Optimization exercise on an open flow, not production practice. RTL: at most simulated, not proved equivalent. Clock network not from TritonCTS: runs 4 to 6. The clock port is an ideal driver here. Power: default activity.

<file path="flow/config.mk">
export PLATFORM = sky130hd
export DESIGN_NAME = fifo
export DESIGN_NICKNAME = fifo
export VERILOG_FILES = /design/flow/design.v
export SDC_FILE = /design/flow/constraint.sdc
export NUM_CORES = 4
export LEC_CHECK = 0
export CAP_MARGIN = 20
export CORE_MARGIN = 2
export CORE_UTILIZATION = 40
export SLEW_MARGIN = 20
</file>
<file path="flow/constraint.sdc">
create_clock -name core_clock -period 5.0 [get_ports {clk}]
set_input_delay 1.0000 -clock core_clock [delete_from_list [all_inputs] [get_ports {clk}]]
set_output_delay 1.0000 -clock core_clock [all_outputs]
set_load 0.01 [all_outputs]
</file>
<file path="flow/design.v">
module fifo (clk,rst,wr,rd,wrptr,rdptr,din,dout,housefull,nostock);
input clk,rst,wr,rd;
input [7:0] din;
output [7:0] dout;
output housefull;
output nostock;
output [3:0] wrptr;
output [3:0] rdptr;
wire [3:0] wrptrplus1;
wire [3:0] rdptrplus1;
reg [7:0] dout;
parameter EMP=0,PAR=1,FUL=2;
reg [1:0] state;
reg [3:0] wrptr,rdptr;
wire housefull,nostock;
integer i;
reg [7:0] Box[1:10];
always @ (posedge clk or posedge rst)
begin
     if (rst)
	     for (i=1;i<=10;i=i+1) 
		   Box[i] <=0;
     else 
	 case (state)
	 EMP,PAR: Box[wrptr]<=wr ? din: Box[wrptr];
	 endcase
end
always @ (posedge clk or posedge rst)
begin
   if (rst) dout<=0;
   else 
   case (state)
   PAR,FUL: dout<=rd ? Box[rdptr] : dout;
   endcase
end
always @ (posedge clk or posedge rst)
begin
     if (rst) state<=EMP;
	 else
	 case (state)
	 EMP: state <= wr? PAR: EMP;
	 PAR: if (wr && wrptrplus1==rdptr) state<=FUL;
	      else if (rd && (rdptrplus1==wrptr))
		     state<=EMP;
		  else state<=PAR;
	FUL: state <= rd ? PAR : FUL;
	endcase
end
assign housefull= (state==FUL);
assign nostock = (state==EMP);
always @ (posedge clk or posedge rst)
begin
if (rst) rdptr <=1;
else
    case (state)
	EMP: rdptr <= rdptr;
	PAR,FUL: rdptr<=rd ? rdptrplus1 : rdptr;
	endcase
end
assign wrptrplus1 = (wrptr==10) ? 1: wrptr+1;
assign rdptrplus1 =  (rdptr==10) ? 1: rdptr+1;
always @ (posedge clk or posedge rst)
begin
    if (rst) wrptr <=1;
	else 
	     case (state)
		 EMP,PAR: wrptr <= wr? wrptrplus1 : wrptr;
		 FUL: wrptr<=wrptr;
		 endcase
	end
endmodule
</file>
<file path="flow/run.sh">
#!/bin/bash
# synth_recipe.tcl (not shown) runs the flow's synth.tcl, then flattens the netlist and writes it again
# the make line also repeats each setting of config.mk as NAME=value (left out here)
make -C /OpenROAD-flow-scripts/flow DESIGN_CONFIG=/design/flow/config.mk WORK_HOME=/design/flow/orfs CLKGATE_MAP_FILE= SYNTH_SCRIPT=/design/flow/synth_recipe.tcl finish
</file>
==> impl_metrics.env, run 1 <==
export IMPL_num_nets_final=684
export IMPL_setup_worst_path_class="reg -> reg"
export IMPL_max_slew_worst_pin_slew_ns=1.17
export IMPL_crit_arrival_ns=3.49
export IMPL_critical_path_max_stage_delay_ns=0.95
export IMPL_layout_cells_most_common="sky130_fd_sc_hd__dfrtp_1"
export IMPL_yosys_most_used_dff="sky130_fd_sc_hd__dfrtp_1"
export IMPL_first_iteration_detailed_routing_drc_count=714
export IMPL_finalWirelength_mm=21.2
export IMPL_hpwl_mm=14.2
export IMPL_final_cell_count_no_fill=861
export IMPL_seqPwrFrac_pct=33.8
export IMPL_r2r_cell_count=5
export IMPL_clock_skew_final_ns=0.00774
export IMPL_routed_via_density=6.59
export IMPL_worst_setup_path_startpoint="wrptr[1]"
export IMPL_timing_final_setup_violations=0
export IMPL_grtUsageTotal_pct=26.7
export IMPL_worst_setup_path_start_kind="register"
export IMPL_detail_route_antenna_nets=0
export IMPL_gpl_final_weighted_congestion=0.932
export IMPL_num_vias=5675
export IMPL_antennaDiodeCount=0
export IMPL_maximum_buffer_depth_of_the_clock_tree=2
export IMPL_place_area_sq_mm=0.00651
export IMPL_cpLargestDelayFamily="compound AO/OA/AOI/OAI gates"
export IMPL_final_hold_viol_count=0
export IMPL_crit_reg_reg_endpoint="Box[7][5]"
export IMPL_initial_utilization_pct=40.7
export IMPL_timing_max_transition_violations_final=0
export IMPL_fin_total_pwr_mw=5.11
export IMPL_htree_levels=3
export IMPL_critical_path_endpoint_type="register"
export IMPL_power_per_cell_area_mw_per_mm2=753
export IMPL_cts_resized_gates=0
export IMPL_holdBufCountCts=0
export IMPL_pwr_share_clk_pct=13.1
export IMPL_crit_buf_inv=0
export IMPL_post_cts_repair_setup_buffers=0
export IMPL_critical_path_max_fanout=24
export IMPL_intPower_mw=2.70
export IMPL_grt_antenna_before_repair=0
export IMPL_syn_nets=694
export IMPL_floorplan_die_width_microns=128
export IMPL_yosysUniqueCellTypes=76
export IMPL_syn_area_sq_mm=0.00617
export IMPL_timing_critical_path_to="Box[7][5]"
export IMPL_share_of_post_route_cells_with_drive_strength_above_1_pct=8.92
export IMPL_mostFrequentLayoutCells="sky130_fd_sc_hd__dfrtp_1, sky130_fd_sc_hd__nor2_1, sky130_fd_sc_hd__a31oi_1"
export IMPL_drt_drc_violations_left=0
export IMPL_core_area_sq_mm=0.0151
export IMPL_row_count=45
export IMPL_grt_pass1_wl_mm=32.7
export IMPL_worst_rel_slew_slack_pct=21.9
export IMPL_timing_critical_path_depth=5
export IMPL_cts_sinks=106
export IMPL_combinationalPowerShare_pct=53.1
export IMPL_switching_share_pct=47.2
export IMPL_power_static_leakage_nw=2.60
export IMPL_dieHeight_microns=128
export IMPL_layout_filler_cells=1483
export IMPL_seq_area_frac_synth_pct=43.7
export IMPL_cts_buffers_inserted=9
export IMPL_syn_area_per_cell_sq_um=9.09
export IMPL_areaGrowthSynthToFinish_pct=9.96
export IMPL_hold_path_class="reg -> reg"
export IMPL_cts_tree="built"
export IMPL_post_place_cells=845
export IMPL_cts_root_buf="sky130_fd_sc_hd__clkbuf_16"
export IMPL_ys_seq_elements=106
export IMPL_synth_warning_count=2
export IMPL_wirelength_per_cell_microns=24.6
export IMPL_grt_setup_unrepaired="no"
export IMPL_max_vdd_ir_drop_mv=0.324
export IMPL_buffer_ports_inserted=29
export IMPL_run_status="finished clean"
export IMPL_timing_final_crit_period_ns=3.20
export IMPL_via_count_of_the_first_global_routing_pass=5441
export IMPL_ordered_list_of_cells_on_the_worst_path="nor2b_1, a221oi_1, o221a_1, o21ai_1, mux2_2"
export IMPL_grt_start_max_net_pins=85
export IMPL_power_switching_mw=2.41
export IMPL_worst_endpoint_required_ns=5.29
export IMPL_dr_pass1_iters=9
export IMPL_overflow=0
export IMPL_synth_enable_flop_cells=8
export IMPL_die_area_sq_mm=0.0164
export IMPL_slowest_stage="sky130_fd_sc_hd__nor2b_1"
export IMPL_postSynthCellCount=678
export IMPL_clk_pin_slew_ns=0.07
export IMPL_max_cap_violations=0
export IMPL_tns_ns=0
export IMPL_reg2reg_setup_slack_ns=1.80
export IMPL_crit_reg2reg_launch="wrptr[1]"
export IMPL_floorplan_io_pins=30
export IMPL_final_area_sq_mm=0.00678
export IMPL_timing_fmax_mhz=313
export IMPL_clk_latency_ns=0.36
export IMPL_tcrit_tclk_final_pct=63.9
export IMPL_asyncSetResetFlopFracSynth_pct=92.5
export IMPL_postLayoutCoreUtil_pct=44.8
per-layer routing:
layer,GRT usage [%],vias up,part of all wire (%)
li1,-,2512,-
met1,36.7,2771,42
met2,40.2,338,44
met3,5.63,54,9.3
met4,12.7,0,4.3
met5,0,-,0
worst min-delay path by stage:
stage | startpoint | endpoint | slack (ns) | cells past startpoint
2_1_floorplan | Box[2][5] | Box[2][5] | 0.49 | 1
3_3_place_gp | dout[7] | dout[7] | 0.47 | 2
3_5_place_dp | dout[3] | dout[3] | 0.48 | 2
4_1_cts | dout[3] | dout[3] | 0.50 | 2
5_1_grt | dout[3] | dout[3] | 0.53 | 2
6_report | dout[7] | dout[7] | 0.49 | 2
cells by family (layout without fill, tap and decap cells):
family / after synthesis / after routing / share of synthesized area (%)
buf+inv: 78 / 73 / 5.72
simple gates: 223 / 223 / 17.7
flops: 106 / 106 / 43.7
xor+xnor: 7 / 7 / 1.12
compound gates: 239 / 239 / 27.1
mux: 21 / 21 / 3.88
fa+ha+maj: 4 / 4 / 0.812
power by group through the flow:
stage	registers (mW)	logic (mW)	clock network, mW
global route	1.78	2.93	0.702
detailed placement	1.73	2.63	0
global placement	1.72	2.58	0
floorplan	1.49	2.00	0
finish	1.73	2.71	0.667
CTS	1.71	2.64	0.675
sequential cells by signal (all words and copies together), names as in the netlist:
register  flops
Box          88
dout          8
rdptr         4
wrptr         4
state         2
per-stage QoR:
step	setup WS, ns	hold WS [ns]
after global placement	1.74	0.468
final	1.80	0.487
after detailed placement	1.72	0.482
after global routing	1.59	0.526
after floorplan	1.44	0.488
after CTS	1.93	0.497
area by class of cell:
| type | count | area [sq um] | area share (%) |
|---|---|---|---|
| clock inverters | 2 | 12.5 | 0.185 |
| multi-input cells | 494 | 3130 | 46.2 |
| flip-flops and latches | 106 | 2700 | 39.7 |
| repair buffers | 43 | 395 | 5.83 |
| inverters | 14 | 57.6 | 0.849 |
| clock buffers | 14 | 254 | 3.75 |
| well taps | 188 | 235 | 3.47 |
cell usage after synthesis, drive strengths merged (4+ instances only):
library cell  count  share of area, %
a211oi            5              0.61
a21o              5              0.61
a21oi            19               1.6
a222oi            4              0.65
a22o             24               3.4
a22oi            16               1.9
a31oi            75               7.6
a32oi             4              0.57
and2              7              0.71
and3              6              0.61
and3b             6              0.85
buf              41               3.5
clkbuf           23               1.4
dfrtp            96                39
edfxtp            8               3.9
ha                4              0.81
inv              13              0.79
mux2             13               2.4
mux2i             7               1.1
nand2            44               2.8
nand2b           12               1.2
nand3             8              0.65
nor2             98               6.1
nor2b            16               1.6
nor3              7              0.57
nor3b             4              0.57
nor4              4              0.61
o21ai            36               2.9
o221ai            6              0.85
o22ai            11               1.1
o2bb2ai           4              0.57
xnor2             6              0.97
tightest hold or removal path: stages, from the launching register on:
cell and delay [ns]:
sky130_fd_sc_hd__dfrtp_1 0.34, sky130_fd_sc_hd__nand2_1 0.05, sky130_fd_sc_hd__o21ai_0 0.06
==> inputs of run 2 (changes only) <==
==> flow/design.v (replaced) <==
module fifo (clk,rst,wr,rd,wrptr,rdptr,din,dout,housefull,nostock);
input clk,rst,wr,rd;
input [7:0] din;
output [7:0] dout;
output housefull;
output nostock;
output [3:0] wrptr;
output [3:0] rdptr;
reg [7:0] dout;
reg housefull, nostock;
reg [3:0] wrptr, rdptr;
reg [7:0] Box [1:10];
wire we = wr & ~housefull;
wire re = rd & ~nostock;
function [3:0] succ;
  input [3:0] p;
  begin
    succ[0] = ~p[0];
    succ[1] = (p[1] ^ p[0]) & ~(p[3] & p[1]);
    succ[2] = p[2] ^ (p[1] & p[0]);
    succ[3] = (p[2] & p[1] & p[0]) | (p[3] & ~p[1]);
  end
endfunction
function [10:1] dec;
  input [3:0] p;
  begin
    dec[1]  = ~p[3] & ~p[2] & ~p[1] &  p[0];
    dec[2]  = ~p[3] & ~p[2] &  p[1] & ~p[0];
    dec[3]  = ~p[2] &  p[1] &  p[0];
    dec[4]  =  p[2] & ~p[1] & ~p[0];
    dec[5]  =  p[2] & ~p[1] &  p[0];
    dec[6]  =  p[2] &  p[1] & ~p[0];
    dec[7]  =  p[2] &  p[1] &  p[0];
    dec[8]  =  p[3] & ~p[1] & ~p[0];
    dec[9]  =  p[3] &  p[0];
    dec[10] =  p[3] &  p[1];
  end
endfunction
wire [3:0] wrnext = succ(wrptr);
wire [3:0] rdnext = succ(rdptr);
wire [10:1] wsel = dec(wrptr);
wire [10:1] rsel = dec(rdptr);
integer k;
reg [7:0] rdata;
always @* begin
  rdata = 8'd0;
  for (k = 1; k <= 10; k = k + 1)
    rdata = rdata | ({8{rsel[k]}} & Box[k]);
end
always @(posedge clk) begin
  for (k = 1; k <= 10; k = k + 1)
    if (we & wsel[k]) Box[k] <= din;
end
always @(posedge clk or posedge rst)
  if (rst) dout <= 8'd0;
  else if (re) dout <= rdata;
always @(posedge clk or posedge rst)
  if (rst) wrptr <= 4'd1;
  else if (we) wrptr <= wrnext;
always @(posedge clk or posedge rst)
  if (rst) rdptr <= 4'd1;
  else if (re) rdptr <= rdnext;
always @(posedge clk or posedge rst)
  if (rst) begin
    nostock <= 1'b1;
    housefull <= 1'b0;
  end else if (nostock) begin
    if (wr) nostock <= 1'b0;
  end else if (housefull) begin
    if (rd) housefull <= 1'b0;
  end else begin
    if (wr && wrnext == rdptr) housefull <= 1'b1;
    else if (rd && rdnext == wrptr) nostock <= 1'b1;
  end
endmodule
==> run 2 against run 1 <==
  * Fmax grew 3.0%
  * Hold slack gained 0.028 ns
  * Highest routed layer unchanged
  * Power shrank 47%
  * Combinational power shrank 65%
  * Still clean
  * Sequential share of layout area grew 22 points
  * Wire length shrank 56%
  * Via count shrank 57%
==> impl_metrics.env, run 2 <==
export IMPL_clk_latency_ns=0.36
export IMPL_max_flop_register="Box"
export IMPL_dr_pass1_iters=5
export IMPL_hold_start="dout[4]"
export IMPL_crit_reg_reg_endpoint="dout[0]"
export IMPL_max_vdd_ir_drop_mv=0.355
export IMPL_syn_area_sq_mm=0.00402
export IMPL_wirelength_per_cell_microns=21.7
export IMPL_synth_warning_count=2
export IMPL_dieHeight_microns=104
export IMPL_htree_levels=3
export IMPL_seqPwrFrac_pct=45.9
export IMPL_largestRegisters="Box x80, dout x8"
export IMPL_areaGrowthSynthToFinish_pct=15.1
export IMPL_asyncSetResetFlopFracSynth_pct=18.4
export IMPL_first_iteration_detailed_routing_drc_count=191
export IMPL_clk_pin_slew_ns=0.09
export IMPL_routed_via_density=5.64
export IMPL_hold_path_class="reg -> reg"
export IMPL_synth_enable_flop_cells=80
export IMPL_detail_route_antenna_nets=0
export IMPL_finalWirelength_mm=9.42
export IMPL_cpLargestDelayFamily="flip-flops"
export IMPL_cts_buffers_inserted=9
export IMPL_met1_length_mm=4.11
export IMPL_buffer_ports_inserted=29
export IMPL_largest_register_ff_count=80
export IMPL_power_switching_uw=977
export IMPL_gpl_final_weighted_congestion=0.819
export IMPL_postSynthCellCount=272
export IMPL_postLayoutCoreUtil_pct=47.3
export IMPL_reg2reg_setup_slack_ns=2.65
export IMPL_clock_skew_final_ns=0.00717
export IMPL_timing_final_setup_violations=0
export IMPL_tcrit_tclk_final_pct=62.0
export IMPL_power_per_cell_area_mw_per_mm2=583
export IMPL_ys_top_cells_by_count="sky130_fd_sc_hd__edfxtp_1, sky130_fd_sc_hd__nand2_1, sky130_fd_sc_hd__dfrtp_1, sky130_fd_sc_hd__nor2_1, sky130_fd_sc_hd__a22o_1"
export IMPL_top_layer_used="met4"
export IMPL_cts_tree="built"
export IMPL_post_place_cells=419
export IMPL_die_area_sq_mm=0.0109
export IMPL_slowest_stage="sky130_fd_sc_hd__dfstp_2"
export IMPL_num_vias=2455
export IMPL_yosys_top_cells_area="sky130_fd_sc_hd__edfxtp_1, sky130_fd_sc_hd__dfrtp_1, sky130_fd_sc_hd__a22o_1"
export IMPL_cts_root_buf="sky130_fd_sc_hd__clkbuf_8"
export IMPL_timing_max_transition_violations_final=0
export IMPL_tns_ns=0
export IMPL_yosysUniqueCellTypes=47
export IMPL_timing_fmax_mhz=322
export IMPL_switching_share_pct=36.2
export IMPL_layout_cells_most_common="sky130_fd_sc_hd__edfxtp_1"
export IMPL_crit_buf_inv=1
export IMPL_syn_area_per_cell_sq_um=14.8
export IMPL_antennaDiodeCount=0
export IMPL_final_cell_count_no_fill=435
export IMPL_cts_sinks=98
export IMPL_overflow=0
export IMPL_grt_antenna_before_repair=0
export IMPL_grt_setup_unrepaired="no"
export IMPL_cts_resized_gates=0
export IMPL_power_static_leakage_nw=1.58
export IMPL_top_count_cell_post_synth="sky130_fd_sc_hd__edfxtp_1"
export IMPL_timing_final_crit_period_ns=3.10
export IMPL_netlist_area_leader_share_pct=59.8
export IMPL_num_nets_final=311
export IMPL_core_area_sq_mm=0.00977
export IMPL_share_of_post_route_cells_with_drive_strength_above_1_pct=11.6
export IMPL_register_area_sq_mm=0.00286
export IMPL_grt_pass1_wl_mm=14.6
export IMPL_run_status="finished clean"
export IMPL_worst_setup_path_start_kind="register"
export IMPL_mostFrequentLayoutCells="sky130_fd_sc_hd__edfxtp_1, sky130_fd_sc_hd__clkdlybuf4s50_1, sky130_fd_sc_hd__nand2_1"
export IMPL_maximum_buffer_depth_of_the_clock_tree=2
export IMPL_multi_input_comb_area_sq_mm=0.00106
export IMPL_setup_worst_path_class="reg -> out"
export IMPL_final_hold_viol_count=0
export IMPL_worst_endpoint_required_ns=4.00
export IMPL_initial_utilization_pct=41.1
export IMPL_met2RoutedLength_mm=4.42
export IMPL_post_synth_top_area_cell="sky130_fd_sc_hd__edfxtp_1"
export IMPL_seq_area_frac_synth_pct=71.1
export IMPL_worst_hold_path_num_cells=1
export IMPL_layout_filler_cells=858
export IMPL_yosys_most_used_dff="sky130_fd_sc_hd__edfxtp_1"
export IMPL_floorplan_die_width_microns=104
export IMPL_critical_path_max_stage_delay_ns=1.05
export IMPL_post_cts_repair_setup_buffers=0
export IMPL_worst_hold_path_endpoint="dout[4]"
export IMPL_holdBufCountCts=0
export IMPL_via_count_of_the_first_global_routing_pass=2438
export IMPL_met3_wirelength_microns=552
export IMPL_row_count=36
export IMPL_ordered_list_of_cells_on_the_worst_path="clkdlybuf4s50_1"
export IMPL_hpwl_mm=6.13
export IMPL_grtUsageTotal_pct=18.3
export IMPL_syn_nets=286
export IMPL_combinationalPowerShare_pct=35.2
export IMPL_ys_seq_elements=98
export IMPL_max_slew_worst_pin_slew_ns=1.01
export IMPL_floorplan_io_pins=30
export IMPL_pwr_share_clk_pct=18.9
export IMPL_r2r_cell_count=4
export IMPL_drt_drc_violations_left=0
export IMPL_critical_path_max_fanout=39
export IMPL_crit_arrival_ns=2.10
export IMPL_grt_start_max_net_pins=40
export IMPL_max_cap_violations=0
export IMPL_crit_reg2reg_launch="rdptr[0]"
export IMPL_intPower_mw=1.72
export IMPL_critical_path_endpoint_type="primary output"
export IMPL_worst_rel_slew_slack_pct=31.8
[run 2: cell count changes after synthesis, moves of 11 or more]
cell | previous run | this run
sky130_fd_sc_hd__dfrtp_1 | 96 | 15
sky130_fd_sc_hd__a21oi_1 | 18 | 7
sky130_fd_sc_hd__buf_2 | 33 | 8
sky130_fd_sc_hd__nor2_1 | 95 | 15
sky130_fd_sc_hd__clkbuf_1 | 23 | 6
sky130_fd_sc_hd__nand2_1 | 43 | 16
sky130_fd_sc_hd__nor2b_1 | 16 | 5
sky130_fd_sc_hd__o21ai_0 | 28 | 9
sky130_fd_sc_hd__a31oi_1 | 75 | 7
sky130_fd_sc_hd__edfxtp_1 | 8 | 80
sky130_fd_sc_hd__a22o_1 | 24 | 10
[run 2: final cells by class]
type                            instances  area share, %
Tap cell                              133           3.60
Clock buffer                           10           2.76
Sequential cell                        98           61.8
Timing Repair Buffer                   33           6.92
Clock inverter                          6           1.46
Inverter                                6          0.487
Multi-Input combinational cell        149           23.0
[run 2: layer usage]
metal  track usage (%)  vias to the layer above
li1                  -                     1104
met1              25.2                     1235
met2              28.2                       92
met3              3.20                       24
met4              9.07                        0
met5                 0                        -
[run 2: power by group through the flow]
stage,clock [mW],sequential (mW),combinational (mW)
2_1_floorplan,0,1.16,0.676
3_3_place_gp,0,1.25,0.938
3_5_place_dp,0,1.26,0.948
4_1_cts,0.514,1.24,0.950
5_1_grt,0.552,1.26,1.04
6_report,0.509,1.24,0.949
[run 2: per-stage QoR]
stage | setup WS (ns) | hold WS, ns | instance area, sq um | power (mW)
after floorplan | 2.58 | 0.498 | 4020 | 1.83
after global placement | 1.78 | 0.493 | 4420 | 2.19
after detailed placement | 1.73 | 0.495 | 4420 | 2.20
after CTS | 1.89 | 0.519 | 4620 | 2.70
after global routing | 1.80 | 0.529 | 4630 | 2.85
final | 1.90 | 0.515 | 4630 | 2.70
[run 2: how the worst max path moves through the flow]
stage / from / to / slack [ns] / depth (start not counted)
final: rdptr[0] / rdptr[0] / 1.90 / 1
after global routing: rdptr[0] / rdptr[0] / 1.80 / 1
after CTS: rdptr[0] / rdptr[0] / 1.89 / 1
after detailed placement: wr / Box[8][2] / 1.73 / 4
after global placement: wr / Box[8][2] / 1.78 / 4
after floorplan: wr / Box[4][0] / 2.58 / 3
[run 2: worst register-to-register path, stage by stage (launching register included)]
cell	delay [ns]
sky130_fd_sc_hd__dfstp_2	1.05
sky130_fd_sc_hd__nor2_1	0.33
sky130_fd_sc_hd__a21o_1	0.25
sky130_fd_sc_hd__a222oi_1	0.46
sky130_fd_sc_hd__a21oi_1	0.13
[run 2: logic make-up after synthesis]
group                    Yosys count  share of synthesized area, %
AO/OA/AOI/OAI                     66                          12.4
XOR/XNOR                          11                          2.40
adder cells (fa/ha/maj)            2                         0.623
buffers and inverters             25                          2.96
flip-flops                        98                          71.1
multiplexers                       8                          2.77
AND/OR/NAND/NOR                   62                          7.75
==> inputs of run 3 (changes only) <==
==> flow/flow/run.sh (new file) <==
#!/bin/bash
# Own layout flow: the standard ORFS flow with
#  - synthesis mapped by an area-oriented ABC script (registers are mapped by
#    the same dfflibmap step before ABC, so they match the standard synthesis),
#  - port buffers made of buf_1 cells,
#  - clock tree synthesis without dummy loads.
set -euo pipefail
W=$(pwd)
export AREA_ABC_SCRIPT=$W/flow/area.abc
bash standard.sh \
  SYNTH_SCRIPT=$W/flow/synth.tcl \
  "BUFFER_PORTS_ARGS=-buffer_cell sky130_fd_sc_hd__buf_1" \
  "CTS_ARGS=-sink_clustering_enable -repair_clock_nets -dont_use_dummy_load" \
  finish > $W/flow_make.log 2>&1
==> flow/flow/area.abc (new file) <==
strash
dch -f
map -a
strash
dch -f
map -a
strash
dch -f
map -a
topo
==> flow/flow/synth.tcl (new file) <==
# The standard synthesis script, except that the final ABC mapping uses
# an area-oriented script (flow/area.abc) instead of ORFS's speed script.
proc synth {args} { yosys synth -nofsm -noshare {*}$args }
proc abc {args} {
  set i [lsearch -exact $args -script]
  if { $i >= 0 } { lset args [expr {$i + 1}] $::env(AREA_ABC_SCRIPT) }
  yosys abc {*}$args
}
source $::env(SCRIPTS_DIR)/synth.tcl
# left out here: clear keep_hierarchy, flatten, clean up, hide names made inside functions, write 1_2_yosys.v
==> flow/standard.sh (new file) <==
#!/bin/bash
# synth_recipe.tcl (not shown) runs the flow's synth.tcl, then flattens the netlist and writes it again
# the make line also repeats each setting of config.mk as NAME=value (left out here)
make -C /OpenROAD-flow-scripts/flow DESIGN_CONFIG=/design/flow/config.mk WORK_HOME=/design/flow/orfs CLKGATE_MAP_FILE= SYNTH_SCRIPT=/design/flow/synth_recipe.tcl "${@:-finish}"
removed: flow/run.sh
==> run 3 against run 2 <==
  * Largest cell class unchanged
  * Register-to-register slack worse by 0.23 ns
  * Clock skew rose by 0.020 ns
  * Flip-flop and latch count unchanged
  * Design area down 9.5%
  * Largest power group unchanged
  * Combinational power down 24%
  * Synthesized area is 6.1% lower
  * Highest routed layer unchanged
  * Critical path depth up 5
  * Via count fell by 6.8%
==> impl_metrics.env, run 3 <==
export IMPL_grt_start_max_net_pins=19
export IMPL_worst_rel_slew_slack_pct=26.6
export IMPL_worst_setup_path_start_kind="primary input"
export IMPL_clk_latency_ns=0.37
export IMPL_worst_endpoint_required_ns=4.96
export IMPL_seq_area_frac_synth_pct=75.7
export IMPL_yosys_top_cells_area="sky130_fd_sc_hd__edfxtp_1, sky130_fd_sc_hd__dfrtp_1, sky130_fd_sc_hd__a221oi_1"
export IMPL_power_per_cell_area_mw_per_mm2=549
export IMPL_setup_worst_path_class="in -> reg"
export IMPL_syn_area_sq_mm=0.00377
export IMPL_floorplan_io_pins=30
export IMPL_hpwl_mm=5.87
export IMPL_cts_root_buf="sky130_fd_sc_hd__clkbuf_8"
export IMPL_largestRegisters="Box x80, dout x8"
export IMPL_areaGrowthSynthToFinish_pct=11.0
export IMPL_via_count_of_the_first_global_routing_pass=2240
export IMPL_dr_pass1_iters=4
export IMPL_clock_skew_final_ns=0.0270
export IMPL_worst_hold_path_num_cells=2
export IMPL_max_vdd_ir_drop_mv=0.149
export IMPL_reg2reg_setup_slack_ns=2.42
export IMPL_crit_reg_reg_endpoint="Box[4][0]"
export IMPL_grt_pass1_wl_mm=13.2
export IMPL_tcrit_tclk_final_pct=60.4
export IMPL_die_area_sq_mm=0.0102
export IMPL_postSynthCellCount=261
export IMPL_share_of_post_route_cells_with_drive_strength_above_1_pct=7.26
export IMPL_ys_top_cells_by_count="sky130_fd_sc_hd__edfxtp_1, sky130_fd_sc_hd__clkinv_1, sky130_fd_sc_hd__nor2_1, sky130_fd_sc_hd__nand2_1, sky130_fd_sc_hd__a221oi_1"
export IMPL_mostFrequentLayoutCells="sky130_fd_sc_hd__edfxtp_1, sky130_fd_sc_hd__buf_1, sky130_fd_sc_hd__clkinv_1"
export IMPL_gpl_final_weighted_congestion=0.832
export IMPL_ordered_list_of_cells_on_the_worst_path="buf_1, clkinv_1, nor2_1, clkinv_1, or2_2, nor3_1"
export IMPL_run_status="finished clean"
export IMPL_largest_register_ff_count=80
export IMPL_post_cts_repair_setup_buffers=0
export IMPL_first_iteration_detailed_routing_drc_count=278
export IMPL_max_flop_register="Box"
export IMPL_synth_warning_count=2
export IMPL_detail_route_antenna_nets=0
export IMPL_finalWirelength_mm=8.53
export IMPL_critical_path_endpoint_type="register"
export IMPL_final_area_sq_mm=0.00419
export IMPL_syn_area_per_cell_sq_um=14.5
export IMPL_cts_resized_gates=0
export IMPL_grt_antenna_before_repair=0
export IMPL_num_vias=2289
export IMPL_num_nets_final=319
export IMPL_layout_filler_cells=846
export IMPL_crit_reg2reg_launch="housefull"
export IMPL_ys_seq_elements=98
export IMPL_top_count_cell_post_synth="sky130_fd_sc_hd__edfxtp_1"
export IMPL_hold_path_class="reg -> reg"
export IMPL_place_area_sq_mm=0.00405
export IMPL_max_slew_worst_pin_slew_ns=1.09
export IMPL_critical_path_max_stage_delay_ns=0.84
export IMPL_timing_max_transition_violations_final=0
export IMPL_timing_fmax_mhz=331
export IMPL_core_area_sq_mm=0.00920
export IMPL_cts_buffers_inserted=9
export IMPL_row_count=35
export IMPL_slowest_stage="sky130_fd_sc_hd__nor3_1"
export IMPL_critical_path_max_fanout=8
export IMPL_final_cell_count_no_fill=414
export IMPL_yosys_most_used_dff="sky130_fd_sc_hd__edfxtp_1"
export IMPL_yosysUniqueCellTypes=26
export IMPL_post_place_cells=404
export IMPL_hold_start="nostock"
export IMPL_overflow=0
export IMPL_holdBufCountCts=0
export IMPL_crit_arrival_ns=2.99
export IMPL_wirelength_per_cell_microns=20.6
export IMPL_worst_hold_path_endpoint="nostock"
export IMPL_post_synth_top_area_cell="sky130_fd_sc_hd__edfxtp_1"
export IMPL_cts_sinks=98
export IMPL_floorplan_die_width_microns=101
export IMPL_max_cap_violations=0
export IMPL_timing_final_setup_violations=0
export IMPL_worst_path_most_repeated_cell="sky130_fd_sc_hd__clkinv_1"
export IMPL_maximum_buffer_depth_of_the_clock_tree=2
export IMPL_netlist_area_leader_share_pct=63.7
export IMPL_initial_utilization_pct=41.0
export IMPL_cts_tree="built"
export IMPL_grt_setup_unrepaired="no"
export IMPL_dieHeight_microns=101
export IMPL_drt_drc_violations_left=0
export IMPL_power_static_leakage_nw=1.33
export IMPL_tns_ns=0
export IMPL_buffer_ports_inserted=29
export IMPL_asyncSetResetFlopFracSynth_pct=18.4
export IMPL_final_hold_viol_count=0
export IMPL_r2r_cell_count=4
export IMPL_grtUsageTotal_pct=18.2
export IMPL_routed_via_density=5.53
export IMPL_timing_final_crit_period_ns=3.02
export IMPL_layout_cells_most_common="sky130_fd_sc_hd__edfxtp_1"
export IMPL_synth_enable_flop_cells=80
export IMPL_htree_levels=3
export IMPL_worst_hold_slack_ns=0.516
export IMPL_clk_pin_slew_ns=0.06
export IMPL_antennaDiodeCount=0
export IMPL_syn_nets=275
run 3: cell types whose count changed in the layout (fill, tap and decap cells not counted), moves of 10 or more:
cell and change:
sky130_fd_sc_hd__a22o_1 -10, sky130_fd_sc_hd__clkinv_1 +28, sky130_fd_sc_hd__nor2_1 +12, sky130_fd_sc_hd__clkdlybuf4s50_1 -29, sky130_fd_sc_hd__buf_1 +29, sky130_fd_sc_hd__a221oi_1 +18
run 3: cells by family after synthesis:
kind of cell | after synthesis | share of synthesized area, %
xor gates and xnor gates | 7 | 1.62
adders and majority gates | 2 | 0.663
and+or+nand+nor | 66 | 7.26
DFF | 98 | 75.7
AOI/OAI and AO/OA | 60 | 12.0
buffers and inverters | 28 | 2.79
run 3: layer usage:
layer | share of wire (%) | GRT usage, % | vias to the layer above
li1 | - | - | 1079
met1 | 45 | 26.7 | 1137
met2 | 48 | 26.5 | 66
met3 | 6.0 | 4.97 | 7
met4 | 1.3 | 5.61 | 0
met5 | 0 | 0 | -
run 3: critical path, delay by kind of cell:
kind          cells  cell delay [ns]
simple gates      3             1.58
buf+inv           3             0.40
run 3: power breakdown:
group          switching [mW]  internal, mW  total [mW]
sequential              0.128          1.06        1.18
combinational           0.478         0.242       0.720
clock                   0.233         0.162       0.395
total                   0.838          1.46        2.30
run 3: worst max-delay path by stage:
| stage | start | endpoint | slack [ns] | cells past startpoint |
|---|---|---|---|---|
| 2_1_floorplan | wr | Box[2][0] | 1.95 | 5 |
| 3_3_place_gp | wr | Box[4][1] | 1.75 | 6 |
| 3_5_place_dp | wr | Box[4][7] | 1.62 | 6 |
| 4_1_cts | wr | Box[4][0] | 1.98 | 6 |
| 5_1_grt | wr | Box[4][0] | 1.81 | 6 |
| 6_report | wr | Box[4][0] | 1.98 | 6 |
run 3: through the flow:
stage / utilization [%] / total power, mW / setup slack, ns
floorplan: - / 1.64 / 1.95
global placement: 44.0 / 1.90 / 1.75
detailed placement: 44.0 / 1.91 / 1.62
CTS: 45.4 / 2.30 / 1.98
global route: 45.5 / 2.45 / 1.81
finish: 45.5 / 2.30 / 1.98
run 3: area by class of cell:
cell class / instances / area, sq um / area share (%)
multi-input combinational: 135 / 827 / 19.7
clock buffer: 9 / 124 / 2.96
inverter: 28 / 105 / 2.51
tap: 111 / 139 / 3.32
timing repair buffer: 33 / 136 / 3.26
sequential: 98 / 2860 / 68.2
==> inputs of run 4 (changes only) <==
==> flow/flow/run.sh (replaced) <==
#!/bin/bash
# Own layout flow: the standard ORFS flow with
#  - synthesis mapped by an area-oriented ABC script (registers are mapped by
#    the same dfflibmap step before ABC, so they match the standard synthesis),
#  - port buffers made of buf_1 cells,
#  - a small hand-built clock tree (flow/manual_cts.tcl) in place of TritonCTS.
set -euo pipefail
W=$(pwd)
export AREA_ABC_SCRIPT=$W/flow/area.abc
export MANUAL_CTS_LEAVES=${MANUAL_CTS_LEAVES:-5}
export MANUAL_CTS_LEAF=${MANUAL_CTS_LEAF:-sky130_fd_sc_hd__clkbuf_8}
export MANUAL_CTS_ROOT=${MANUAL_CTS_ROOT:-sky130_fd_sc_hd__clkbuf_8}
export MANUAL_CTS_DIRECT_MAX=${MANUAL_CTS_DIRECT_MAX:-4}
bash standard.sh \
  SYNTH_SCRIPT=$W/flow/synth.tcl \
  "BUFFER_PORTS_ARGS=-buffer_cell sky130_fd_sc_hd__buf_1" \
  PRE_CTS_TCL=$W/flow/manual_cts.tcl \
  ${EXTRA_MAKE_ARGS:-} \
  finish > $W/flow_make.log 2>&1
==> flow/flow/manual_cts.tcl (new file) <==
# Manual clock tree, run as ORFS's PRE_CTS_TCL hook: the clock port drives one
# root buffer, which drives MANUAL_CTS_LEAVES leaf buffers (0: the root drives
# the flip-flops itself), each placed at the centre of a balanced k-means
# cluster of the flip-flop clock pins. With at most MANUAL_CTS_DIRECT_MAX
# leaves there is no root buffer: the clock port drives the leaves. clock_tree_synthesis is then made a no-op.
proc clock_tree_synthesis { args } {
  puts "clock_tree_synthesis skipped: manual clock tree built in PRE_CTS_TCL"
}
set nleaf $::env(MANUAL_CTS_LEAVES)
set leaf_cell $::env(MANUAL_CTS_LEAF)
set root_cell $::env(MANUAL_CTS_ROOT)
set block [ord::get_db_block]
set dbu [$block getDbUnitsPerMicron]
set clknet [$block findNet clk]
set sinks {}
foreach it [$clknet getITerms] {
  set xy [$it getAvgXY]
  lappend sinks [list [[$it getInst] getName]/[[$it getMTerm] getName] \
    [expr {[lindex $xy 1] / double($dbu)}] [expr {[lindex $xy 2] / double($dbu)}]]
}
puts "manual cts: [llength $sinks] sinks"
proc centre { pts } {
  set sx 0.0; set sy 0.0
  foreach p $pts { set sx [expr {$sx + [lindex $p 1]}]; set sy [expr {$sy + [lindex $p 2]}] }
  set n [llength $pts]
  return [list [expr {$sx / $n}] [expr {$sy / $n}]]
}
if { $nleaf > 0 } {
  # k-means, seeded with sinks spread through the list sorted by x+y
  set sorted [lsort -real -command {apply {{a b} {
    expr {([lindex $a 1]+[lindex $a 2]) < ([lindex $b 1]+[lindex $b 2]) ? -1 : 1}}}} $sinks]
  set cents {}
  for {set k 0} {$k < $nleaf} {incr k} {
    set p [lindex $sorted [expr {int(($k + 0.5) * [llength $sorted] / $nleaf)}]]
    lappend cents [list [lindex $p 1] [lindex $p 2]]
  }
  # balanced k-means: each cluster takes at most ceil(n / nleaf) sinks,
  # assigned greedily by distance to the current centres
  set cap [expr {int(ceil([llength $sinks] / double($nleaf)))}]
  for {set iter 0} {$iter < 30} {incr iter} {
    set pairs {}
    set i 0
    foreach p $sinks {
      for {set k 0} {$k < $nleaf} {incr k} {
        set c [lindex $cents $k]
        lappend pairs [list [expr {abs([lindex $p 1]-[lindex $c 0]) + abs([lindex $p 2]-[lindex $c 1])}] $i $k]
      }
      incr i
    }
    set pairs [lsort -real -index 0 $pairs]
    for {set k 0} {$k < $nleaf} {incr k} { set grp($k) {}; set cnt($k) 0 }
    array unset done
    foreach pr $pairs {
      lassign $pr d i k
      if { [info exists done($i)] || $cnt($k) >= $cap } continue
      set done($i) 1
      incr cnt($k)
      lappend grp($k) [lindex $sinks $i]
    }
    set cents {}
    for {set k 0} {$k < $nleaf} {incr k} {
      if { [llength $grp($k)] } { lappend cents [centre $grp($k)] } else { lappend cents {0 0} }
    }
  }
  for {set k 0} {$k < $nleaf} {incr k} {
    if { ![llength $grp($k)] } continue
    set pins {}
    foreach p $grp($k) { lappend pins [get_pins [lindex $p 0]] }
    set c [lindex $cents $k]
    puts "manual cts: leaf $k drives [llength $pins] sinks at $c"
    insert_buffer -buffer_cell $leaf_cell -net clk -load_pins $pins -location $c \
      -buffer_name clkleaf_$k -net_name clknet_leaf_$k
  }
  set direct [expr {$nleaf <= $::env(MANUAL_CTS_DIRECT_MAX)}]
  set lc {}
  for {set k 0} {$k < $nleaf} {incr k} { if { [llength $grp($k)] } { lappend lc [list x [lindex $cents $k 0] [lindex $cents $k 1]] } }
  set rc [centre $lc]
} else {
  set direct 0
  set rc [centre $sinks]
}
if { !$direct } {
  insert_buffer -buffer_cell $root_cell -net clk -location $rc -buffer_name clkroot -net_name clknet_root
}
foreach n [list clknet_root {*}[lmap k [lsort [array names grp]] {set x clknet_leaf_$k}]] {
  set dn [$block findNet $n]
  if { $dn != "NULL" } { $dn setSigType CLOCK }
}
$clknet setSigType CLOCK
set_propagated_clock [all_clocks]
--- a/flow/config.mk
+++ b/flow/config.mk
@@ -8,4 +8,4 @@
 export CAP_MARGIN = 20
 export CORE_MARGIN = 2
-export CORE_UTILIZATION = 40
+export CORE_UTILIZATION = 70
 export SLEW_MARGIN = 20
==> run 4 against run 3 <==
  * Still clean on timing, DRC and antenna
  * Critical endpoint unchanged
  * Wire length fell by 1.1%
  * Critical path type unchanged
  * Clock skew shrank 0.017 ns
  * Die area is 41% lower
  * Flip-flop and latch count unchanged
  * Highest routed layer unchanged
  * Register-to-register slack got worse by 0.10 ns
  * First-iteration DRC count up 6.1%
==> impl_metrics.env, run 4 <==
export IMPL_post_place_cells=361
export IMPL_finalWirelength_mm=8.44
export IMPL_ys_top_cells_by_count="sky130_fd_sc_hd__edfxtp_1, sky130_fd_sc_hd__clkinv_1, sky130_fd_sc_hd__nor2_1, sky130_fd_sc_hd__nand2_1, sky130_fd_sc_hd__a221oi_1"
export IMPL_wirelength_per_cell_microns=22.9
export IMPL_max_flop_register="Box"
export IMPL_final_area_sq_mm=0.00409
export IMPL_num_nets_final=314
export IMPL_power_switching_uw=845
export IMPL_max_vdd_ir_drop_mv=0.376
export IMPL_gpl_final_weighted_congestion=0.902
export IMPL_worst_endpoint_required_ns=4.97
export IMPL_tcrit_tclk_final_pct=62.1
export IMPL_areaGrowthSynthToFinish_pct=8.46
export IMPL_syn_area_sq_mm=0.00377
export IMPL_grt_pass1_wl_mm=12.7
export IMPL_fin_total_pwr_mw=2.25
export IMPL_synth_warning_count=2
export IMPL_worst_rel_slew_slack_pct=28.1
export IMPL_worst_hold_path_num_cells=2
export IMPL_power_static_leakage_nw=1.30
export IMPL_post_cts_repair_setup_buffers=0
export IMPL_overflow=0
export IMPL_routed_via_density=6.65
export IMPL_holdBufCountCts=0
export IMPL_hold_path_class="reg -> reg"
export IMPL_grtUsageTotal_pct=28.8
export IMPL_clk_pin_slew_ns=0.11
export IMPL_final_cell_count_no_fill=368
export IMPL_yosys_top_cells_area="sky130_fd_sc_hd__edfxtp_1, sky130_fd_sc_hd__dfrtp_1, sky130_fd_sc_hd__a221oi_1"
export IMPL_register_area_sq_mm=0.00286
export IMPL_reg2reg_setup_slack_ns=2.32
export IMPL_floorplan_die_width_microns=77.4
export IMPL_layout_filler_cells=326
export IMPL_crit_reg2reg_launch="housefull"
export IMPL_multi_input_comb_area_sq_um=840
export IMPL_top_usage_layer="met2"
export IMPL_max_slew_worst_pin_slew_ns=1.07
export IMPL_worst_hold_slack_ns=0.526
export IMPL_gr_usage_met1_pct=40.1
export IMPL_first_iteration_detailed_routing_drc_count=295
export IMPL_drt_drc_violations_left=0
export IMPL_netlist_area_leader_share_pct=63.7
export IMPL_grtUsageMet2_pct=47.0
export IMPL_met3_usage_pct=5.47
export IMPL_via_count_of_the_first_global_routing_pass=2270
export IMPL_synth_enable_flop_cells=80
export IMPL_seqPwrFrac_pct=53.5
export IMPL_power_per_cell_area_mw_per_mm2=550
export IMPL_largest_register_ff_count=80
export IMPL_timing_final_setup_violations=0
export IMPL_timing_final_crit_period_ns=3.11
export IMPL_postSynthCellCount=261
export IMPL_hpwl_mm=5.83
export IMPL_die_area_sq_mm=0.00599
export IMPL_place_area_sq_mm=0.00399
export IMPL_syn_nets=275
export IMPL_timing_max_transition_violations_final=0
export IMPL_row_count=26
export IMPL_setup_worst_path_class="in -> reg"
export IMPL_floorplan_io_pins=30
export IMPL_grt_antenna_before_repair=0
export IMPL_worst_setup_path_start_kind="primary input"
export IMPL_antennaDiodeCount=0
export IMPL_tns_ns=0
export IMPL_final_hold_viol_count=0
export IMPL_timing_fmax_mhz=322
export IMPL_detail_route_antenna_nets=0
export IMPL_yosys_most_used_dff="sky130_fd_sc_hd__edfxtp_1"
export IMPL_num_vias=2448
export IMPL_grt_setup_unrepaired="no"
export IMPL_run_status="finished clean"
export IMPL_dieHeight_microns=77.4
export IMPL_post_synth_top_area_cell="sky130_fd_sc_hd__edfxtp_1"
export IMPL_grt_start_max_net_pins=21
export IMPL_intPower_mw=1.41
export IMPL_crit_reg_reg_endpoint="Box[4][0]"
export IMPL_ys_seq_elements=98
export IMPL_critical_path_endpoint_type="register"
export IMPL_timing_critical_path_to="Box[4][0]"
export IMPL_largestRegisters="Box x80, dout x8"
export IMPL_clock_skew_final_ns=0.0104
export IMPL_r2r_cell_count=4
export IMPL_syn_area_per_cell_sq_um=14.5
export IMPL_buffer_ports_inserted=29
export IMPL_crit_arrival_ns=3.08
export IMPL_clk_latency_ns=0.34
export IMPL_combinationalPowerShare_pct=32.3
export IMPL_seq_area_frac_synth_pct=75.7
export IMPL_worst_setup_path_startpoint="wr"
export IMPL_pwr_share_clk_pct=14.1
export IMPL_mostFrequentLayoutCells="sky130_fd_sc_hd__edfxtp_1, sky130_fd_sc_hd__buf_1, sky130_fd_sc_hd__clkinv_1"
export IMPL_initial_utilization_pct=73.4
export IMPL_asyncSetResetFlopFracSynth_pct=18.4
export IMPL_share_of_post_route_cells_with_drive_strength_above_1_pct=6.38
export IMPL_critical_path_max_fanout=8
export IMPL_switching_share_pct=37.6
export IMPL_top_count_cell_post_synth="sky130_fd_sc_hd__edfxtp_1"
export IMPL_yosysUniqueCellTypes=26
export IMPL_layout_cells_most_common="sky130_fd_sc_hd__edfxtp_1"
export IMPL_dr_pass1_iters=5
export IMPL_max_cap_violations=0
export IMPL_cts_resized_gates=0
export IMPL_core_area_sq_mm=0.00514
==> run 4: cell types whose count changed in the layout (fill, tap and decap cells not counted), sizes merged <==
cell    previous run  this run
buf               33        30
clkbuf             9         7
==> run 4: worst min path at each step <==
stage / slack (ns) / from / end
after floorplan: 0.49 / nostock / nostock
after global placement: 0.49 / nostock / nostock
after detailed placement: 0.50 / nostock / nostock
after CTS: 0.52 / nostock / nostock
after global routing: 0.55 / nostock / nostock
final: 0.53 / nostock / nostock
==> run 4: cell families (layout without fill, tap and decap cells) <==
| kind of cell | Yosys count | after routing | synth area share, % |
|---|---|---|---|
| adders and majority gates | 2 | 2 | 0.663 |
| xor gates and xnor gates | 7 | 7 | 1.62 |
| AOI/OAI and AO/OA | 60 | 60 | 12.0 |
| DFF | 98 | 98 | 75.7 |
| buffers and inverters | 28 | 65 | 2.79 |
| and+or+nand+nor | 66 | 66 | 7.26 |
==> run 4: layer usage <==
| layer | vias up | wire length (microns) |
|---|---|---|
| met1 | 1184 | 3150 |
| met3 | 25 | 933 |
| met4 | 0 | 254 |
| li1 | 1074 | - |
| met5 | - | 0 |
| met2 | 165 | 4100 |
==> run 4: layout make-up, without the clock buffers <==
class	instances	area share (%)
Sequential cell	98	69.8
Multi-Input combinational cell	135	20.5
Timing Repair Buffer	31	2.97
Inverter	28	2.57
Tap cell	70	2.14
==> run 4: stage by stage <==
stage	worst slack [ns]	utilization, %
after floorplan	1.95	-
after global placement	1.72	77.6
after detailed placement	1.61	77.6
after CTS	1.88	79.2
after global routing	1.71	79.6
final	1.89	79.6
==> run 4: worst max-delay path: stages <==
cell                       delay, ns
sky130_fd_sc_hd__buf_1          0.12
sky130_fd_sc_hd__clkinv_1       0.10
sky130_fd_sc_hd__nor2_1         0.40
sky130_fd_sc_hd__clkinv_1       0.23
sky130_fd_sc_hd__or2_2          0.40
sky130_fd_sc_hd__nor3_1         0.84
==> run 4: power by group through the flow <==
stage	Clock, mW	Sequential (mW)	Combinational [mW]
after floorplan	0	1.20	0.443
final	0.318	1.20	0.728
after global routing	0.345	1.22	0.804
after CTS	0.320	1.20	0.710
after global placement	0	1.21	0.691
after detailed placement	0	1.22	0.708
==> inputs of run 5 (changes only) <==
--- a/flow/design.v
+++ b/flow/design.v
@@ -42,10 +42,11 @@
 wire [10:1] rsel = dec(rdptr);
 integer k;
-reg [7:0] rdata;
-always @* begin
-  rdata = 8'd0;
-  for (k = 1; k <= 10; k = k + 1)
-    rdata = rdata | ({8{rsel[k]}} & Box[k]);
-end
+wire [10:1] s = {10{re}} & rsel;
+wire hold = ~re;
+wire [7:0] t1 = ~(({8{s[1]}} & Box[1]) | ({8{s[2]}} & Box[2]) | ({8{s[3]}} & Box[3]));
+wire [7:0] t2 = ~(({8{s[4]}} & Box[4]) | ({8{s[5]}} & Box[5]) | ({8{s[6]}} & Box[6]));
+wire [7:0] t3 = ~(({8{s[7]}} & Box[7]) | ({8{s[8]}} & Box[8]) | ({8{s[9]}} & Box[9]));
+wire [7:0] t4 = ~(({8{s[10]}} & Box[10]) | ({8{hold}} & dout));
+wire [7:0] rdata = ~(t1 & t2 & t3 & t4);
 always @(posedge clk) begin
   for (k = 1; k <= 10; k = k + 1)
@@ -54,5 +55,5 @@
 always @(posedge clk or posedge rst)
   if (rst) dout <= 8'd0;
-  else if (re) dout <= rdata;
+  else dout <= rdata;
 always @(posedge clk or posedge rst)
   if (rst) wrptr <= 4'd1;
==> flow/flow/area.abc (replaced) <==
strash
&get -n
&dch -f
&nf -E 100 -R 1000
&put
==> run 5 against run 4 <==
  * Clock power up 2%
  * Setup slack better by 0.25 ns
  * Largest cell class unchanged
  * Sequential share of layout area grew 2.3 points
  * Via count fell by 8.5%
  * Critical path depth rose by 2
  * Register-to-register slack gained 0.06 ns
  * Sequential power about the same
  * Fmax rose by 8.8%
  * Synthesized area fell by 3.5%
==> impl_metrics.env, run 5 <==
export IMPL_slowest_stage="sky130_fd_sc_hd__nor3_1"
export IMPL_num_nets_final=267
export IMPL_worst_path_most_repeated_cell="sky130_fd_sc_hd__nand2_1"
export IMPL_worst_hold_slack_ns=0.488
export IMPL_synth_enable_flop_cells=80
export IMPL_seq_area_frac_synth_pct=78.4
export IMPL_grt_setup_unrepaired="no"
export IMPL_die_area_sq_mm=0.00580
export IMPL_ys_top_cells_by_count="sky130_fd_sc_hd__edfxtp_1, sky130_fd_sc_hd__a222oi_1, sky130_fd_sc_hd__dfrtp_1, sky130_fd_sc_hd__nand2_1, sky130_fd_sc_hd__nor2_1"
export IMPL_post_cts_repair_setup_buffers=0
export IMPL_antennaDiodeCount=0
export IMPL_largest_register_ff_count=80
export IMPL_cpLargestDelayFamily="simple AND/OR/NAND/NOR gates"
export IMPL_dr_pass1_iters=7
export IMPL_num_vias=2241
export IMPL_initial_utilization_pct=71.8
export IMPL_crit_buf_inv=1
export IMPL_holdBufCountCts=0
export IMPL_layout_filler_cells=308
export IMPL_layout_cells_most_common="sky130_fd_sc_hd__edfxtp_1"
export IMPL_timing_max_transition_violations_final=0
export IMPL_top_count_cell_post_synth="sky130_fd_sc_hd__edfxtp_1"
export IMPL_netlist_area_leader_share_pct=66.0
export IMPL_finalWirelength_mm=7.54
export IMPL_syn_nets=228
export IMPL_via_count_of_the_first_global_routing_pass=2100
export IMPL_floorplan_die_width_microns=76.1
export IMPL_grt_pass1_wl_mm=11.6
export IMPL_clock_skew_final_ns=0.0140
export IMPL_tcrit_tclk_final_pct=57.1
export IMPL_hpwl_mm=5.21
export IMPL_ys_seq_elements=98
export IMPL_cts_resized_gates=0
export IMPL_tns_ns=0
export IMPL_run_status="finished clean"
export IMPL_setup_worst_path_class="in -> reg"
export IMPL_ordered_list_of_cells_on_the_worst_path="buf_1, nand2_1, nor2_1, nand2_1, nor3_1, a222oi_1, nand3_1, a221o_1"
export IMPL_yosys_most_used_dff="sky130_fd_sc_hd__edfxtp_1"
export IMPL_clk_pin_slew_ns=0.12
export IMPL_mostFrequentLayoutCells="sky130_fd_sc_hd__edfxtp_1, sky130_fd_sc_hd__buf_1, sky130_fd_sc_hd__a222oi_1"
export IMPL_syn_area_sq_mm=0.00364
export IMPL_crit_arrival_ns=3.13
export IMPL_share_of_post_route_cells_with_drive_strength_above_1_pct=6.37
export IMPL_power_static_leakage_nw=1.30
export IMPL_synth_warning_count=2
export IMPL_wirelength_per_cell_microns=23.5
export IMPL_final_hold_viol_count=0
export IMPL_buffer_ports_inserted=29
export IMPL_max_slew_worst_pin_slew_ns=1.06
export IMPL_first_iteration_detailed_routing_drc_count=313
export IMPL_max_cap_violations=0
export IMPL_gpl_final_weighted_congestion=0.846
export IMPL_clk_latency_ns=0.34
export IMPL_routed_via_density=6.98
export IMPL_worst_endpoint_required_ns=5.28
export IMPL_areaGrowthSynthToFinish_pct=8.79
export IMPL_row_count=26
export IMPL_grt_start_max_net_pins=21
export IMPL_critical_path_max_fanout=16
export IMPL_timing_final_crit_period_ns=2.85
export IMPL_syn_area_per_cell_sq_um=17.0
export IMPL_grt_antenna_before_repair=0
export IMPL_largestRegisters="Box x80, dout x8"
export IMPL_worst_rel_slew_slack_pct=29.4
export IMPL_multi_input_comb_area_sq_um=805
export IMPL_final_cell_count_no_fill=321
export IMPL_floorplan_io_pins=30
export IMPL_worst_setup_path_start_kind="primary input"
export IMPL_max_vdd_ir_drop_mv=0.310
export IMPL_hold_path_class="reg -> reg"
export IMPL_critical_path_endpoint_type="register"
export IMPL_postSynthCellCount=214
export IMPL_yosys_top_cells_area="sky130_fd_sc_hd__edfxtp_1, sky130_fd_sc_hd__dfrtp_1, sky130_fd_sc_hd__a222oi_1"
export IMPL_yosysUniqueCellTypes=27
export IMPL_post_synth_top_area_cell="sky130_fd_sc_hd__edfxtp_1"
export IMPL_core_area_sq_mm=0.00507
export IMPL_overflow=0
export IMPL_timing_final_setup_violations=0
export IMPL_grtUsageTotal_pct=26.3
export IMPL_drt_drc_violations_left=0
export IMPL_power_per_cell_area_mw_per_mm2=532
export IMPL_post_place_cells=315
export IMPL_register_area_sq_mm=0.00286
export IMPL_timing_fmax_mhz=350
export IMPL_critical_path_max_stage_delay_ns=0.75
export IMPL_detail_route_antenna_nets=0
export IMPL_asyncSetResetFlopFracSynth_pct=18.4
export IMPL_dieHeight_microns=76.1
export IMPL_max_flop_register="Box"
[run 5: cell count changes after synthesis, sizes merged, moves of 6 or more]
cell and change:
nor2 -14, clkinv -26, a221o +8, a22oi -6
a222oi +24, nand2 -7, a41oi -6, a221oi -16
o21ai -8
[run 5: path summary, 6_finish.rpt]
| path | startpoint | endpoint | slack [ns] | cells after the start |
|---|---|---|---|---|
| min in group asynchronous | rst | wrptr[3] | 0.64 | 2 |
| max in group asynchronous | rst | nostock | 4.00 | 2 |
| worst min register to register | Box[10][3] | dout[3] | 0.49 | 1 |
| worst max register to register | nostock | dout[4] | 2.38 | 7 |
| worst min-delay path | Box[10][3] | dout[3] | 0.49 | 1 |
| worst max-delay path | rd | dout[1] | 2.15 | 8 |
[run 5: logic make-up (layout without fill, tap and decap cells)]
kind of cell,count (synthesis),after routing,share of synthesized area (%)
XOR/XNOR,5,5,1.20
adder cells (fa/ha/maj),2,2,0.687
AO/OA/AOI/OAI,50,50,12.0
flip-flops,98,98,78.4
AND/OR/NAND/NOR,57,57,7.52
buffers and inverters,2,39,0.206
[run 5: layer usage]
metal / share of wire [%] / GRT usage, % / vias to the layer above
met5: 0 / 0 / -
met4: 1.4 / 4.18 / 0
met3: 10 / 1.66 / 13
met2: 49 / 44.1 / 158
met1: 39 / 40.4 / 1092
li1: - / - / 978
[run 5: final cells by class, without the clock buffers]
type                            count  share of cell area [%]
Inverter                            2                   0.189
Multi-Input combinational cell    114                    20.3
Sequential cell                    98                    72.1
Tap cell                           70                    2.21
Timing Repair Buffer               31                    3.13
[run 5: where the power goes]
group,switching (mW),total [mW],internal [mW]
Clock,0.213,0.323,0.110
Combinational,0.356,0.576,0.219
Sequential,0.154,1.21,1.05
[run 5: stage by stage]
stage | setup slack (ns) | power (mW) | cell area (sq um) | util, %
after floorplan | 2.36 | 1.56 | 3640 | -
after global placement | 1.73 | 1.74 | 3850 | 75.9
after detailed placement | 1.81 | 1.78 | 3860 | 76.2
after CTS | 2.19 | 2.09 | 3950 | 77.8
after global routing | 2.03 | 2.21 | 3960 | 78.1
final | 2.15 | 2.11 | 3960 | 78.1
==> inputs of run 6 (changes only) <==
--- a/flow/flow/run.sh
+++ b/flow/flow/run.sh
@@ -8,8 +8,11 @@
 W=$(pwd)
 export AREA_ABC_SCRIPT=$W/flow/area.abc
-export MANUAL_CTS_LEAVES=${MANUAL_CTS_LEAVES:-5}
+export MANUAL_CTS_LEAVES=${MANUAL_CTS_LEAVES:-6}
 export MANUAL_CTS_LEAF=${MANUAL_CTS_LEAF:-sky130_fd_sc_hd__clkbuf_8}
 export MANUAL_CTS_ROOT=${MANUAL_CTS_ROOT:-sky130_fd_sc_hd__clkbuf_8}
 export MANUAL_CTS_DIRECT_MAX=${MANUAL_CTS_DIRECT_MAX:-4}
+export MANUAL_CTS_METHOD=${MANUAL_CTS_METHOD:-bisect}
+export MANUAL_CTS_MAX_SLEW=${MANUAL_CTS_MAX_SLEW:-0.112}
+export MANUAL_CTS_BIG=${MANUAL_CTS_BIG:-sky130_fd_sc_hd__clkbuf_16}
 bash standard.sh \
   SYNTH_SCRIPT=$W/flow/synth.tcl \
--- a/flow/flow/manual_cts.tcl
+++ b/flow/flow/manual_cts.tcl
@@ -26,39 +26,64 @@
   return [list [expr {$sx / $n}] [expr {$sy / $n}]]
 }
+# recursive bisection: split the sinks along the wider side of their bounding
+# box, in proportion to the number of leaves each side gets
+proc bisect { pts k } {
+  if { $k <= 1 } { return [list $pts] }
+  set xs [lmap p $pts {lindex $p 1}]
+  set ys [lmap p $pts {lindex $p 2}]
+  set w [expr {[tcl::mathfunc::max {*}$xs] - [tcl::mathfunc::min {*}$xs]}]
+  set h [expr {[tcl::mathfunc::max {*}$ys] - [tcl::mathfunc::min {*}$ys]}]
+  set idx [expr {$w >= $h ? 1 : 2}]
+  set sorted [lsort -real -index $idx $pts]
+  set k1 [expr {$k / 2}]
+  set n1 [expr {int(round([llength $pts] * double($k1) / $k))}]
+  return [concat [bisect [lrange $sorted 0 [expr {$n1 - 1}]] $k1] \
+    [bisect [lrange $sorted $n1 end] [expr {$k - $k1}]]]
+}
 if { $nleaf > 0 } {
-  # k-means, seeded with sinks spread through the list sorted by x+y
-  set sorted [lsort -real -command {apply {{a b} {
-    expr {([lindex $a 1]+[lindex $a 2]) < ([lindex $b 1]+[lindex $b 2]) ? -1 : 1}}}} $sinks]
-  set cents {}
-  for {set k 0} {$k < $nleaf} {incr k} {
-    set p [lindex $sorted [expr {int(($k + 0.5) * [llength $sorted] / $nleaf)}]]
-    lappend cents [list [lindex $p 1] [lindex $p 2]]
-  }
-  # balanced k-means: each cluster takes at most ceil(n / nleaf) sinks,
-  # assigned greedily by distance to the current centres
-  set cap [expr {int(ceil([llength $sinks] / double($nleaf)))}]
-  for {set iter 0} {$iter < 30} {incr iter} {
-    set pairs {}
-    set i 0
-    foreach p $sinks {
-      for {set k 0} {$k < $nleaf} {incr k} {
-        set c [lindex $cents $k]
-        lappend pairs [list [expr {abs([lindex $p 1]-[lindex $c 0]) + abs([lindex $p 2]-[lindex $c 1])}] $i $k]
-      }
-      incr i
+  if { [info exists ::env(MANUAL_CTS_METHOD)] && $::env(MANUAL_CTS_METHOD) == "bisect" } {
+    set k 0
+    set cents {}
+    foreach g [bisect $sinks $nleaf] {
+      set grp($k) $g
+      lappend cents [centre $g]
+      incr k
     }
-    set pairs [lsort -real -index 0 $pairs]
-    for {set k 0} {$k < $nleaf} {incr k} { set grp($k) {}; set cnt($k) 0 }
-    array unset done
-    foreach pr $pairs {
-      lassign $pr d i k
-      if { [info exists done($i)] || $cnt($k) >= $cap } continue
-      set done($i) 1
-      incr cnt($k)
-      lappend grp($k) [lindex $sinks $i]
-    }
+  } else {
+    # k-means, seeded with sinks spread through the list sorted by x+y
+    set sorted [lsort -real -command {apply {{a b} {
+      expr {([lindex $a 1]+[lindex $a 2]) < ([lindex $b 1]+[lindex $b 2]) ? -1 : 1}}}} $sinks]
     set cents {}
     for {set k 0} {$k < $nleaf} {incr k} {
-      if { [llength $grp($k)] } { lappend cents [centre $grp($k)] } else { lappend cents {0 0} }
+      set p [lindex $sorted [expr {int(($k + 0.5) * [llength $sorted] / $nleaf)}]]
+      lappend cents [list [lindex $p 1] [lindex $p 2]]
+    }
+    # balanced k-means: each cluster takes at most ceil(n / nleaf) sinks,
+    # assigned greedily by distance to the current centres
+    set cap [expr {int(ceil([llength $sinks] / double($nleaf)))}]
+    for {set iter 0} {$iter < 30} {incr iter} {
+      set pairs {}
+      set i 0
+      foreach p $sinks {
+        for {set k 0} {$k < $nleaf} {incr k} {
+          set c [lindex $cents $k]
+          lappend pairs [list [expr {abs([lindex $p 1]-[lindex $c 0]) + abs([lindex $p 2]-[lindex $c 1])}] $i $k]
+        }
+        incr i
+      }
+      set pairs [lsort -real -index 0 $pairs]
+      for {set k 0} {$k < $nleaf} {incr k} { set grp($k) {}; set cnt($k) 0 }
+      array unset done
+      foreach pr $pairs {
+        lassign $pr d i k
+        if { [info exists done($i)] || $cnt($k) >= $cap } continue
+        set done($i) 1
+        incr cnt($k)
+        lappend grp($k) [lindex $sinks $i]
+      }
+      set cents {}
+      for {set k 0} {$k < $nleaf} {incr k} {
+        if { [llength $grp($k)] } { lappend cents [centre $grp($k)] } else { lappend cents {0 0} }
+      }
     }
   }
@@ -89,2 +114,22 @@
 $clknet setSigType CLOCK
 set_propagated_clock [all_clocks]
+# Upsize any buffer whose output slew, estimated from the placement, is over
+# MANUAL_CTS_MAX_SLEW ns (root first, since its slew feeds the leaves').
+if { [info exists ::env(MANUAL_CTS_MAX_SLEW)] } {
+  set limit $::env(MANUAL_CTS_MAX_SLEW)
+  set roots {}
+  set leaves {}
+  foreach i [$block getInsts] {
+    if { [string match clkroot* [$i getName]] } { lappend roots [$i getName] }
+    if { [string match clkleaf_* [$i getName]] } { lappend leaves [$i getName] }
+  }
+  set bufs [concat $roots $leaves]
+  foreach b $bufs {
+    estimate_parasitics -placement
+    set sl [get_property [get_pins $b/X] slew_max]
+    if { $sl > $limit } {
+      puts "manual cts: $b slew $sl over $limit, upsized to $::env(MANUAL_CTS_BIG)"
+      replace_cell [get_cells $b] $::env(MANUAL_CTS_BIG)
+    }
+  }
+}
--- a/flow/config.mk
+++ b/flow/config.mk
@@ -6,6 +6,6 @@
 export NUM_CORES = 4
 export LEC_CHECK = 0
-export CAP_MARGIN = 20
+export CAP_MARGIN = 5
 export CORE_MARGIN = 2
 export CORE_UTILIZATION = 70
-export SLEW_MARGIN = 20
+export SLEW_MARGIN = 5
==> run 6 against run 5 <==
  * Still clean on timing, DRC and antenna
  * Clock skew rose by 0.0028 ns
  * Hold slack got worse by 0.0022 ns
  * Setup slack improved by 0.014 ns
  * Combinational power fell by 1%
  * Fmax rose by 0.51%
  * Power rose by 0.30%
  * Flip-flop and latch count did not move
  * Register-to-register slack got worse by 0.04 ns
  * Via count fell by 2.0%
==> impl_metrics.env, run 6 <==
export IMPL_postLayoutCoreUtil_pct=78.0
export IMPL_clock_skew_final_ns=0.0168
export IMPL_worst_hold_path_endpoint="dout[0]"
export IMPL_power_per_cell_area_mw_per_mm2=534
export IMPL_post_route_worst_setup_slack_ns=2.16
export IMPL_timing_final_setup_violations=0
export IMPL_hold_start="Box[10][0]"
export IMPL_die_area_sq_mm=0.00580
export IMPL_timing_fmax_mhz=352
export IMPL_largestRegisters="Box x80, dout x8"
export IMPL_dr_pass1_iters=7
export IMPL_netlist_area_leader_share_pct=66.0
export IMPL_crit_arrival_ns=3.12
export IMPL_max_vdd_ir_drop_mv=0.350
export IMPL_dieHeight_microns=76.1
export IMPL_routed_via_density=6.78
export IMPL_mostFrequentLayoutCells="sky130_fd_sc_hd__edfxtp_1, sky130_fd_sc_hd__buf_1, sky130_fd_sc_hd__a222oi_1"
export IMPL_power_static_leakage_nw=1.31
export IMPL_asyncSetResetFlopFracSynth_pct=18.4
export IMPL_antennaDiodeCount=0
export IMPL_preCtsSetupSlack_ns=1.69
export IMPL_worst_endpoint_required_ns=5.28
export IMPL_largest_register_ff_count=80
export IMPL_wirelength_per_cell_microns=23.2
export IMPL_initial_utilization_pct=71.8
export IMPL_crit_reg_reg_endpoint="dout[4]"
export IMPL_setup_worst_path_class="in -> reg"
export IMPL_via_count_of_the_first_global_routing_pass=2158
export IMPL_ys_seq_elements=98
export IMPL_yosys_top_cells_area="sky130_fd_sc_hd__edfxtp_1, sky130_fd_sc_hd__dfrtp_1, sky130_fd_sc_hd__a222oi_1"
export IMPL_hpwl_mm=5.24
export IMPL_crit_reg2reg_launch="nostock"
export IMPL_first_iteration_detailed_routing_drc_count=343
export IMPL_grt_antenna_before_repair=0
export IMPL_gpl_final_weighted_congestion=0.846
export IMPL_worst_rel_slew_slack_pct=21.6
export IMPL_detail_route_antenna_nets=0
export IMPL_fin_total_pwr_mw=2.11
export IMPL_grt_pass1_wl_mm=11.6
export IMPL_drt_drc_violations_left=0
export IMPL_critical_path_endpoint_type="register"
export IMPL_row_count=26
export IMPL_postSynthCellCount=214
export IMPL_core_area_sq_mm=0.00507
export IMPL_num_nets_final=270
export IMPL_areaGrowthSynthToFinish_pct=8.73
export IMPL_yosys_most_used_dff="sky130_fd_sc_hd__edfxtp_1"
export IMPL_clk_latency_ns=0.34
export IMPL_share_of_post_route_cells_with_drive_strength_above_1_pct=5.51
export IMPL_clk_pin_slew_ns=0.10
export IMPL_grt_start_max_net_pins=19
export IMPL_seq_area_frac_synth_pct=78.4
export IMPL_holdBufCountCts=0
export IMPL_timing_max_transition_violations_final=0
export IMPL_syn_area_per_cell_sq_um=17.0
export IMPL_r2r_cell_count=7
export IMPL_top_count_cell_post_synth="sky130_fd_sc_hd__edfxtp_1"
export IMPL_layout_cells_most_common="sky130_fd_sc_hd__edfxtp_1"
export IMPL_overflow=0
export IMPL_finalWirelength_mm=7.52
export IMPL_grt_setup_unrepaired="no"
export IMPL_yosysUniqueCellTypes=27
export IMPL_buffer_ports_inserted=29
export IMPL_worst_setup_path_start_kind="primary input"
export IMPL_tcrit_tclk_final_pct=56.8
export IMPL_max_flop_register="Box"
export IMPL_reg2reg_setup_slack_ns=2.34
export IMPL_critical_path_max_fanout=16
export IMPL_worst_hold_path_num_cells=1
export IMPL_max_slew_worst_pin_slew_ns=1.17
export IMPL_run_status="finished clean"
run 6: how the worst max path moves through the flow:
stage | startpoint | endpoint | slack, ns | depth (start not counted)
6_report | rd | dout[5] | 2.16 | 6
5_1_grt | rd | dout[1] | 1.97 | 8
4_1_cts | rd | dout[1] | 2.02 | 7
3_5_place_dp | rd | dout[1] | 1.69 | 7
3_3_place_gp | rd | dout[1] | 1.73 | 7
2_1_floorplan | wr | Box[1][0] | 2.36 | 3
run 6: metrics by stage:
stage / instance area (sq um) / cells / hold slack, ns
floorplan: 3640 / 214 / 0.455
finish: 3960 / 324 / 0.485
detailed placement: 3850 / 315 / 0.469
CTS: 3950 / 322 / 0.488
global placement: 3850 / 315 / 0.459
global route: 3960 / 324 / 0.505
run 6: final cells by class, without the clock buffers:
cell class,count,share of cell area (%)
repair buffers,33,3.38
multi-input cells,114,19.7
inverters,2,0.190
well taps,70,2.21
flip-flops and latches,98,72.1
run 6: critical path: stages:
cell and delay [ns]:
sky130_fd_sc_hd__buf_1 0.12, sky130_fd_sc_hd__nand2_1 0.36, sky130_fd_sc_hd__nor3_1 0.97, sky130_fd_sc_hd__a222oi_1 0.34, sky130_fd_sc_hd__nand3_1 0.21, sky130_fd_sc_hd__a221o_1 0.12
run 6: kinds of logic after synthesis:
family | synth area share (%)
DFF | 78.4
buffers and inverters | 0.206
adders and majority gates | 0.687
AOI/OAI and AO/OA | 12.0
and+or+nand+nor | 7.52
xor gates and xnor gates | 1.20
run 6: power by group:
group | switching [mW] | internal, mW | total [mW]
sequential | 0.148 | 1.05 | 1.20
clock | 0.214 | 0.127 | 0.341
combinational | 0.352 | 0.218 | 0.570
total | 0.714 | 1.40 | 2.11
run 6: layer usage:
layer / part of all wire, % / vias up / global-route usage (%)
met5: 0 / - / 0
met2: 50 / 135 / 44.0
met4: 1.4 / 0 / 5.82
met1: 39 / 1068 / 38.0
li1: - / 985 / -
met3: 9.5 / 9 / 2.96
